This is an optimization exercise on Yosys and OpenROAD, whose aim is small area, not a production implementation.
The RTL was checked by simulation tests, not by an equivalence proof against the original design.
The clock port is modelled as an ideal driver; clocking choices that lean on that would not hold on a real chip.

==> 08-20: inputs <==
// PE_Matrix
module PE_Matrix(
    input clk,
    input rst,                 
    input [47:0] enable,       
    input [11:0] read_weight,  
    input [11:0] read_data,    
    input [11:0] forwarding_enable,  
    input [31:0] data_bus,     
    input [31:0] weight_bus,   
    input [127:0] partial_sum,  
    output [127:0] accumulated_output  
);
    genvar i;
    generate
        for (i = 0; i < 4; i = i + 1) begin : pe_array_block
            PE_Array pe_array(
                .clk(clk),
                .rst(rst),
                .enable(enable[i*12 +: 12]),
                .read_weight(read_weight),
                .read_data(read_data),
                .forwarding_enable(forwarding_enable),
                .data_bus(data_bus[7:0]),
                .weight_bus(weight_bus[i*8 +: 8]),
                .partial_sum(partial_sum[i*32 +: 32]),
                .accumulated_output(accumulated_output[i*32 +: 32])
            );
        end
    endgenerate
endmodule
Settings: LEC_CHECK=0, CAP_MARGIN=20, CORE_MARGIN=2, CORE_UTILIZATION=40, CTS_BUF_LIST=sky130_fd_sc_hd__clkbuf_16, CTS_CLUSTER_DIAMETER=100, CTS_CLUSTER_SIZE=24, PLACE_DENSITY=0.6, SLEW_MARGIN=20, SYNTH_HIERARCHICAL=1; clock period 5.0 ns.
run.sh (not shown) runs the stock make flow with config.mk's settings and CLKGATE_MAP_FILE= SYNTH_SCRIPT=/design/flow/synth_recipe.tcl, a recipe that flattens the netlist after the stock synthesis.
==> 09-08 (differences from 08-20) <==
CTS_BUF_LIST = default   (was sky130_fd_sc_hd__clkbuf_16)
CTS_CLUSTER_DIAMETER = default   (was 100)
CTS_CLUSTER_SIZE = default   (was 24)
==> qor summary <==
| quantity | 08-20 | 09-08 |
|---|---|---|
| Total CTS buffers | 122 | 240 |
| Met3 routed wirelength | 61,800 µm | 62,800 µm |
| Proportion of cell area occupied by multi-input gates | 54.6% | 53.3% |
| Number of diodes | 21 | 28 |
| H-tree depth reported by CTS | 3 | 4 |
| Number of detailed-route iterations in the first pass | 9 | 13 |
| Worst Path Required | 5.86 ns | 5.92 ns |
| Clock-pin transition on the worst setup and hold timing paths | 0.10 ns | 0.06 ns |
| Net count reported at finish | 15,900 | 16,000 |
| Minimum setup slack among reg-to-reg paths | 0.28 ns | 0.28 ns |
| Result of the run | no timing/DRC/antenna violations | no timing/DRC/antenna violations |
| Max Clk Rate | 212 MHz | 212 MHz |
| Signal buffers share of area | 4.24% | 4.13% |
| Violation count after the first detailed-route iteration | 14,700 | 14,300 |
| Post-layout instance count excluding filler cells | 17,800 | 18,000 |
| Utilization after layout | 43.8% | 45.0% |
| Met1 routing resource usage after global routing | 39.4% | 39.4% |
| Worst slack on hold paths | 0.426 ns | 0.407 ns |

========
==> build 36: inputs <==
Another version of the RTL of PE_Matrix (not shown whole).
clock: 5.0 ns
lec_check: 0
cap_margin: 20
core_margin: 2
core_utilization: 40
cts_buf_list: sky130_fd_sc_hd__clkbuf_16
cts_cluster_diameter: 100
cts_cluster_size: 24
place_density: 0.6
slew_margin: 20
synth_hierarchical: 1
standard.sh (not shown) runs the stock make flow with config.mk's settings and CLKGATE_MAP_FILE= SYNTH_SCRIPT=/design/flow/synth_recipe.tcl, a recipe that flattens the netlist after the stock synthesis.
==> flow/flow/run.sh <==
#!/bin/bash
set -euo pipefail
bash standard.sh synth > synth.log 2>&1
sdc=orfs/results/$FLOW_PLATFORM/PE_Matrix/base/1_synth.sdc
test -f "$sdc"
# placement-time hint of the later clock; flow/skew.tcl removes it after CTS
echo 'set_clock_latency 2.0 [get_pins *accum_tree.sum_a*/CLK]' >> "$sdc"
# clock tree synthesis as the standard flow runs it, without dummy loads
cts_args="-sink_clustering_enable -repair_clock_nets -sink_clustering_size 24"
cts_args="$cts_args -sink_clustering_max_diameter 100 -buf_list sky130_fd_sc_hd__clkbuf_16 -dont_use_dummy_load"
# ports buffered with the smallest buffer
CTS_ARGS="$cts_args" SKIP_CTS_REPAIR_TIMING=1 POST_CTS_TCL="$PWD/flow/skew.tcl" \
  BUFFER_PORTS_ARGS="-buffer_cell sky130_fd_sc_hd__buf_1" bash standard.sh finish > layout.log 2>&1
==> flow/flow/skew.tcl <==
set dly_cell sky130_fd_sc_hd__clkdlybuf4s50_1
set n_dly 3
set pins_all [get_pins *accum_tree.sum_a*/CLK]
unset_clock_latency $pins_all

proc driver_of { pin } {
  set net [get_nets -of_objects $pin]
  return [get_cells -of_objects [get_pins -of_objects $net -filter "direction == output"]]
}

set groups [dict create]
foreach pin $pins_all {
  dict lappend groups [get_full_name [get_nets -of_objects $pin]] $pin
}
set arrays [dict create]
set i 0
dict for {net pins} $groups {
  set n [llength $pins]
  set cell [expr {$n <= 6 ? "sky130_fd_sc_hd__clkbuf_4" : ($n <= 12 ? "sky130_fd_sc_hd__clkbuf_8" : "sky130_fd_sc_hd__clkbuf_16")}]
  insert_buffer -buffer_cell $cell -net [get_nets $net] -load_pins $pins \
    -buffer_name skewbuf_$i -net_name skewnet_$i
  set b [driver_of [lindex $pins 0]]
  regexp {pe_array_block\[(\d+)\]} [get_full_name [lindex $pins 0]] -> a
  dict lappend arrays $a [sta::find_pin "[get_full_name $b]/A"]
  incr i
}
dict for {a bpins} $arrays {
  if { [llength $bpins] > 1 } {
    insert_buffer -buffer_cell sky130_fd_sc_hd__clkbuf_8 -load_pins $bpins -load_pins_on_diff_nets \
      -buffer_name skewroot_$a -net_name skewrootnet_$a
    set load [sta::find_pin "[get_full_name [driver_of [lindex $bpins 0]]]/A"]
  } else {
    set load [lindex $bpins 0]
  }
  for {set k 0} {$k < $n_dly} {incr k} {
    insert_buffer -buffer_cell $dly_cell -load_pins [list $load] \
      -buffer_name skewdly_${a}_$k -net_name skewdlynet_${a}_$k
    set load [sta::find_pin "[get_full_name [driver_of $load]]/A"]
  }
}
# The later clock leaves less time between a clock edge and the release of the
# reset at the sum_a registers' asynchronous set pins (removal check): give
# each array's sum_a set pins a delay cell and a buffer of their own, which
# delay the reset to them a little (its recovery check has ample slack).
foreach a {0 1 2 3} {
  set rpins {}
  foreach pin $pins_all {
    if { [string match "pe_array_block?$a?.*" [get_full_name $pin]] } {
      lappend rpins [sta::find_pin "[get_full_name [get_cells -of_objects $pin]]/SET_B"]
    }
  }
  if { [llength $rpins] > 0 } {
    insert_buffer -buffer_cell sky130_fd_sc_hd__buf_8 -load_pins $rpins -load_pins_on_diff_nets \
      -buffer_name skewrst_$a -net_name skewrstnet_$a
    set load [sta::find_pin "[get_full_name [driver_of [lindex $rpins 0]]]/A"]
    for {set k 1} {$k < $n_dly} {incr k} {
      insert_buffer -buffer_cell $dly_cell -load_pins [list $load] \
        -buffer_name skewrstdly_${a}_$k -net_name skewrstdlynet_${a}_$k
      set load [sta::find_pin "[get_full_name [driver_of $load]]/A"]
    }
  }
}
puts "skew: [llength $pins_all] sum_a clock pins in [dict size $groups] groups, [dict size $arrays] branches"
detailed_placement
estimate_parasitics -placement
report_clock_skew

# what the standard CTS step does after clock tree synthesis
repair_timing_helper
detailed_placement
check_placement -verbose
==> trial 22: changes against build 36 <==
--- a/flow/design.v
+++ b/flow/design.v
@@ -55,13 +55,13 @@
     input rst,
     input [95:0] fwd,    
     input [95:0] wgt,    
     input [31:0] partial_sum,
     output reg [31:0] accumulated_output
 );
-    reg [36:0] sum_a;
+    reg [53:0] sum_a;
     reg [19:0] sum_b_n;
     wire pp1, pp2, pp3, pp4, pp5, pp6, pp7, pp8, pp9, pp10, pp11, pp12, pp13, pp14, pp15, pp16;
     wire pp17, pp18, pp19, pp20, pp21, pp22, pp23, pp24, pp25, pp26, pp27, pp28, pp29, pp30, pp31, pp32;
     wire pp33, pp34, pp35, pp36, pp37, pp38, pp39, pp40, pp41, pp42, pp43, pp44, pp45, pp46, pp47, pp48;
     wire pp49, pp50, pp51, pp52, pp53, pp54, pp55, pp56, pp57, pp58, pp59, pp60, pp61, pp62, pp63, pp64;
     wire pp65, pp66, pp67, pp68, pp69, pp70, pp71, pp72, pp73, pp74, pp75, pp76, pp77, pp78, pp79, pp80;
@@ -1721,37 +1721,37 @@
     FullAdder fa709 (.a(c2176), .b(s2179), .c(c2178), .s(s2225), .co(c2226));
     FullAdder fa710 (.a(c2180), .b(s2183), .c(c2182), .s(s2227), .co(c2228));
     FullAdder fa711 (.a(s2187), .b(c2184), .c(c2186), .s(s2229), .co(c2230));
     FullAdder fa712 (.a(s2191), .b(c2188), .c(c2190), .s(s2231), .co(c2232));
     FullAdder fa713 (.a(s2195), .b(c2192), .c(s2197), .s(s2233), .co(c2234));
     FullAdder fa714 (.a(s2199), .b(c2196), .c(s2201), .s(s2235), .co(c2236));
-    assign s2237 = ~(s2043 ^ s2137);
-    assign c2238 = s2043 | s2137;
-    FullAdder fa715 (.a(c2204), .b(s2141), .c(s2205), .s(s2239), .co(c2240));
-    FullAdder fa716 (.a(c2206), .b(s2207), .c(s2145), .s(s2241), .co(c2242));
-    FullAdder fa717 (.a(c2208), .b(s2209), .c(s2149), .s(s2243), .co(c2244));
-    FullAdder fa718 (.a(c2210), .b(s2211), .c(s2153), .s(s2245), .co(c2246));
-    FullAdder fa719 (.a(c2212), .b(s2157), .c(s2213), .s(s2247), .co(c2248));
-    FullAdder fa720 (.a(c2214), .b(s2161), .c(s2215), .s(s2249), .co(c2250));
-    FullAdder fa721 (.a(c2216), .b(s2165), .c(s2217), .s(s2251), .co(c2252));
-    FullAdder fa722 (.a(c2218), .b(s2169), .c(s2219), .s(s2253), .co(c2254));
-    FullAdder fa723 (.a(c2220), .b(s2173), .c(s2221), .s(s2255), .co(c2256));
-    FullAdder fa724 (.a(s2177), .b(c2222), .c(s2223), .s(s2257), .co(c2258));
-    FullAdder fa725 (.a(s2181), .b(c2224), .c(s2225), .s(s2259), .co(c2260));
-    FullAdder fa726 (.a(s2185), .b(c2226), .c(s2227), .s(s2261), .co(c2262));
-    FullAdder fa727 (.a(s2189), .b(c2228), .c(s2229), .s(s2263), .co(c2264));
-    FullAdder fa728 (.a(s2193), .b(c2230), .c(s2231), .s(s2265), .co(c2266));
-    FullAdder fa729 (.a(c2194), .b(s2233), .c(c2232), .s(s2267), .co(c2268));
-    FullAdder fa730 (.a(c2198), .b(s2235), .c(c2234), .s(s2269), .co(c2270));
-    FullAdder fa731 (.a(c2200), .b(c2202), .c(c2236), .s(s2271), .co(c2272));
-    wire [36:0] sum_a_d = {c2272, c2270, s2271, c2268, s2269, s2267, c2266, s2265, c2264, s2263, c2262, s2261, c2260, s2259, c2258, s2257, c2256, s2255, c2254, s2253, c2252, s2251, c2250, s2249, c2248, s2247, c2246, s2245, c2244, s2243, c2242, s2241, c2240, s2239, c2238, s2237, s2203};
-    wire [19:0] row_a = {1'b1, sum_a[36], sum_a[34], sum_a[32], sum_a[30], sum_a[28], sum_a[26], sum_a[24], sum_a[22], sum_a[20], sum_a[18], sum_a[16], sum_a[14], sum_a[12], sum_a[10], sum_a[8], sum_a[6], sum_a[4], sum_a[2], sum_a[0]};
-    wire [19:0] row_b = {1'b1, 1'b1, sum_a[35], sum_a[33], sum_a[31], sum_a[29], sum_a[27], sum_a[25], sum_a[23], sum_a[21], sum_a[19], sum_a[17], sum_a[15], sum_a[13], sum_a[11], sum_a[9], sum_a[7], sum_a[5], sum_a[3], sum_a[1]};
+    assign s2237 = ~(sum_a[0] ^ sum_a[1]);
+    assign c2238 = sum_a[0] | sum_a[1];
+    FullAdder fa715 (.a(sum_a[3]), .b(sum_a[4]), .c(sum_a[5]), .s(s2239), .co(c2240));
+    FullAdder fa716 (.a(sum_a[6]), .b(sum_a[7]), .c(sum_a[8]), .s(s2241), .co(c2242));
+    FullAdder fa717 (.a(sum_a[10]), .b(sum_a[11]), .c(sum_a[9]), .s(s2243), .co(c2244));
+    FullAdder fa718 (.a(sum_a[12]), .b(sum_a[13]), .c(sum_a[14]), .s(s2245), .co(c2246));
+    FullAdder fa719 (.a(sum_a[15]), .b(sum_a[16]), .c(sum_a[17]), .s(s2247), .co(c2248));
+    FullAdder fa720 (.a(sum_a[18]), .b(sum_a[19]), .c(sum_a[20]), .s(s2249), .co(c2250));
+    FullAdder fa721 (.a(sum_a[21]), .b(sum_a[22]), .c(sum_a[23]), .s(s2251), .co(c2252));
+    FullAdder fa722 (.a(sum_a[24]), .b(sum_a[25]), .c(sum_a[26]), .s(s2253), .co(c2254));
+    FullAdder fa723 (.a(sum_a[27]), .b(sum_a[28]), .c(sum_a[29]), .s(s2255), .co(c2256));
+    FullAdder fa724 (.a(sum_a[30]), .b(sum_a[31]), .c(sum_a[32]), .s(s2257), .co(c2258));
+    FullAdder fa725 (.a(sum_a[33]), .b(sum_a[34]), .c(sum_a[35]), .s(s2259), .co(c2260));
+    FullAdder fa726 (.a(sum_a[36]), .b(sum_a[37]), .c(sum_a[38]), .s(s2261), .co(c2262));
+    FullAdder fa727 (.a(sum_a[39]), .b(sum_a[40]), .c(sum_a[41]), .s(s2263), .co(c2264));
+    FullAdder fa728 (.a(sum_a[42]), .b(sum_a[43]), .c(sum_a[44]), .s(s2265), .co(c2266));
+    FullAdder fa729 (.a(sum_a[45]), .b(sum_a[46]), .c(sum_a[47]), .s(s2267), .co(c2268));
+    FullAdder fa730 (.a(sum_a[48]), .b(sum_a[49]), .c(sum_a[50]), .s(s2269), .co(c2270));
+    FullAdder fa731 (.a(sum_a[51]), .b(sum_a[52]), .c(sum_a[53]), .s(s2271), .co(c2272));
+    wire [53:0] sum_a_d = {c2236, c2202, c2200, c2234, s2235, c2198, c2232, s2233, c2194, s2231, c2230, s2193, s2229, c2228, s2189, s2227, c2226, s2185, s2225, c2224, s2181, s2223, c2222, s2177, s2221, s2173, c2220, s2219, s2169, c2218, s2217, s2165, c2216, s2215, s2161, c2214, s2213, s2157, c2212, s2153, s2211, c2210, s2149, s2209, c2208, s2145, s2207, c2206, s2205, s2141, c2204, s2203, s2137, s2043};
+    wire [19:0] row_a = {1'b1, c2272, c2270, c2268, c2266, c2264, c2262, c2260, c2258, c2256, c2254, c2252, c2250, c2248, c2246, c2244, c2242, c2240, c2238, s2237};
+    wire [19:0] row_b = {1'b1, 1'b1, s2271, s2269, s2267, s2265, s2263, s2261, s2259, s2257, s2255, s2253, s2251, s2249, s2247, s2245, s2243, s2241, s2239, sum_a[2]};
     always @(posedge clk or posedge rst) begin
         if (rst) begin
-            sum_a <= {37{1'b1}};
+            sum_a <= {54{1'b1}};
             sum_b_n <= {20{1'b1}};
             accumulated_output <= 32'd0;
         end else begin
             sum_a <= sum_a_d;
             sum_b_n <= row_a + row_b + 1'b1;
             accumulated_output <= {12'd0, ~sum_b_n} + partial_sum;
==> flow/flow/run.sh (replaced) <==
#!/bin/bash
set -euo pipefail
bash standard.sh synth > synth.log 2>&1
sdc=orfs/results/$FLOW_PLATFORM/PE_Matrix/base/1_synth.sdc
test -f "$sdc"
# placement-time hint of the later clock; flow/skew.tcl removes it after CTS
echo 'set_clock_latency 1.5 [get_pins *accum_tree.sum_a*/CLK]' >> "$sdc"
# clock tree synthesis as the standard flow runs it, without dummy loads
cts_args="-sink_clustering_enable -repair_clock_nets -sink_clustering_size 24"
cts_args="$cts_args -sink_clustering_max_diameter 100 -buf_list sky130_fd_sc_hd__clkbuf_16 -dont_use_dummy_load"
# ports buffered with the smallest buffer
CTS_ARGS="$cts_args" SKIP_CTS_REPAIR_TIMING=1 POST_CTS_TCL="$PWD/flow/skew.tcl" \
  BUFFER_PORTS_ARGS="-buffer_cell sky130_fd_sc_hd__buf_1" bash standard.sh finish > layout.log 2>&1
--- a/flow/flow/skew.tcl
+++ b/flow/flow/skew.tcl
@@ -1,8 +1,8 @@
 set dly_cell sky130_fd_sc_hd__clkdlybuf4s50_1
-set n_dly 3
+set n_dly 2
 set pins_all [get_pins *accum_tree.sum_a*/CLK]
 unset_clock_latency $pins_all
 
 proc driver_of { pin } {
   set net [get_nets -of_objects $pin]
   return [get_cells -of_objects [get_pins -of_objects $net -filter "direction == output"]]
@@ -50,17 +50,14 @@
     }
   }
   if { [llength $rpins] > 0 } {
     insert_buffer -buffer_cell sky130_fd_sc_hd__buf_8 -load_pins $rpins -load_pins_on_diff_nets \
       -buffer_name skewrst_$a -net_name skewrstnet_$a
     set load [sta::find_pin "[get_full_name [driver_of [lindex $rpins 0]]]/A"]
-    for {set k 1} {$k < $n_dly} {incr k} {
-      insert_buffer -buffer_cell $dly_cell -load_pins [list $load] \
-        -buffer_name skewrstdly_${a}_$k -net_name skewrstdlynet_${a}_$k
-      set load [sta::find_pin "[get_full_name [driver_of $load]]/A"]
-    }
+    insert_buffer -buffer_cell $dly_cell -load_pins [list $load] \
+      -buffer_name skewrstdly_$a -net_name skewrstdlynet_$a
   }
 }
 puts "skew: [llength $pins_all] sum_a clock pins in [dict size $groups] groups, [dict size $arrays] branches"
 detailed_placement
 estimate_parasitics -placement
 report_clock_skew
CORE_UTILIZATION = 55   (was 40)
==> comparison table <==
Outcome: trial 22 no timing/DRC/antenna violations; build 36 no timing/DRC/antenna violations
Via count of the first global-routing pass: trial 22 106871; build 36 103512
Area of combinational cells with multiple inputs: trial 22 93400 µm²; build 36 92900 µm²
Worst Tran Pin Value: trial 22 1270 ps; build 36 1120 ps
Required arrival time at the worst endpoint: trial 22 5770 ps; build 36 7640 ps
WP buf/inv: trial 22 0; build 36 6
End point of the critical path: trial 22 pe_array_block[0].pe_array.accum_tree.sum_b_n[17]; build 36 pe_array_block[1].pe_array.accum_tree.sum_a[5]
Number of storage elements in the synthesis netlist: trial 22 1960; build 36 1892
Area of the core: trial 22 273000 µm²; build 36 369000 µm²
Worst-skew pair later-pin latency: trial 22 2300 ps; build 36 2740 ps
Min-Delay Path Depth: trial 22 4; build 36 6
Layout filler cell count: trial 22 22263; build 36 34442
Slowest Stage Delay on Critical Path: trial 22 720 ps; build 36 670 ps
Final cycle utilization of the critical path: trial 22 95.0%; build 36 96.3%
Met1 layer usage reported by global route: trial 22 54.6%; build 36 39.6%
Fraction of the mapped netlist area in compound gates: trial 22 4.59%; build 36 4.45%
Vias per std cell: trial 22 6.41; build 36 5.71
GRT Overall Usage: trial 22 41.2%; build 36 29.2%

==> what the ideal ports hide <==
The flow's constraints put no driver on any port. The routed layouts listed below were extracted and timed again, unchanged, in two steps.
Step 1 sets driving cells, clkbuf_16 on the clock port and buf_2 on the other inputs (assumed; they add their load-dependent delay and slew).
Step 2, shift: input delay + t, output delay - t, t = (earliest + latest rising clock arrival at the registers) / 2. This alone moves slack from input paths to output paths.
a / b / c = no drivers / after step 1 / after step 2; a / b = the first two.
run | t, ns | slack for setup (ns) | hold WS [ns] | latest minus earliest clock arrival (ns) | worst data-port slew with drivers (ns) | cell pins on the clock port's net
08-20 | 1.063 | 0.275 / 0.275 / 0.275 | 0.426 / 0.347 / 0.426 | 0.067 / 0.068 | 0.29 | 1
09-08 | 1.063 | 0.279 / 0.279 / 0.279 | 0.407 / 0.369 / 0.407 | 0.070 / 0.069 | 0.30 | 1
build 36 | 1.900 | 0.184 / 0.184 / 0.184 | 0.038 / 0.038 / 0.038 | 1.902 / 1.902 | 0.16 | 1
trial 22 | 1.659 | 0.251 / 0.251 / 0.251 | 0.023 / 0.023 / 0.023 | 1.508 / 1.508 | 0.09 | 1
In build 36 and trial 22 the clock reaches the registers at very different times; t lies between them, and the last value is a rough guide only.
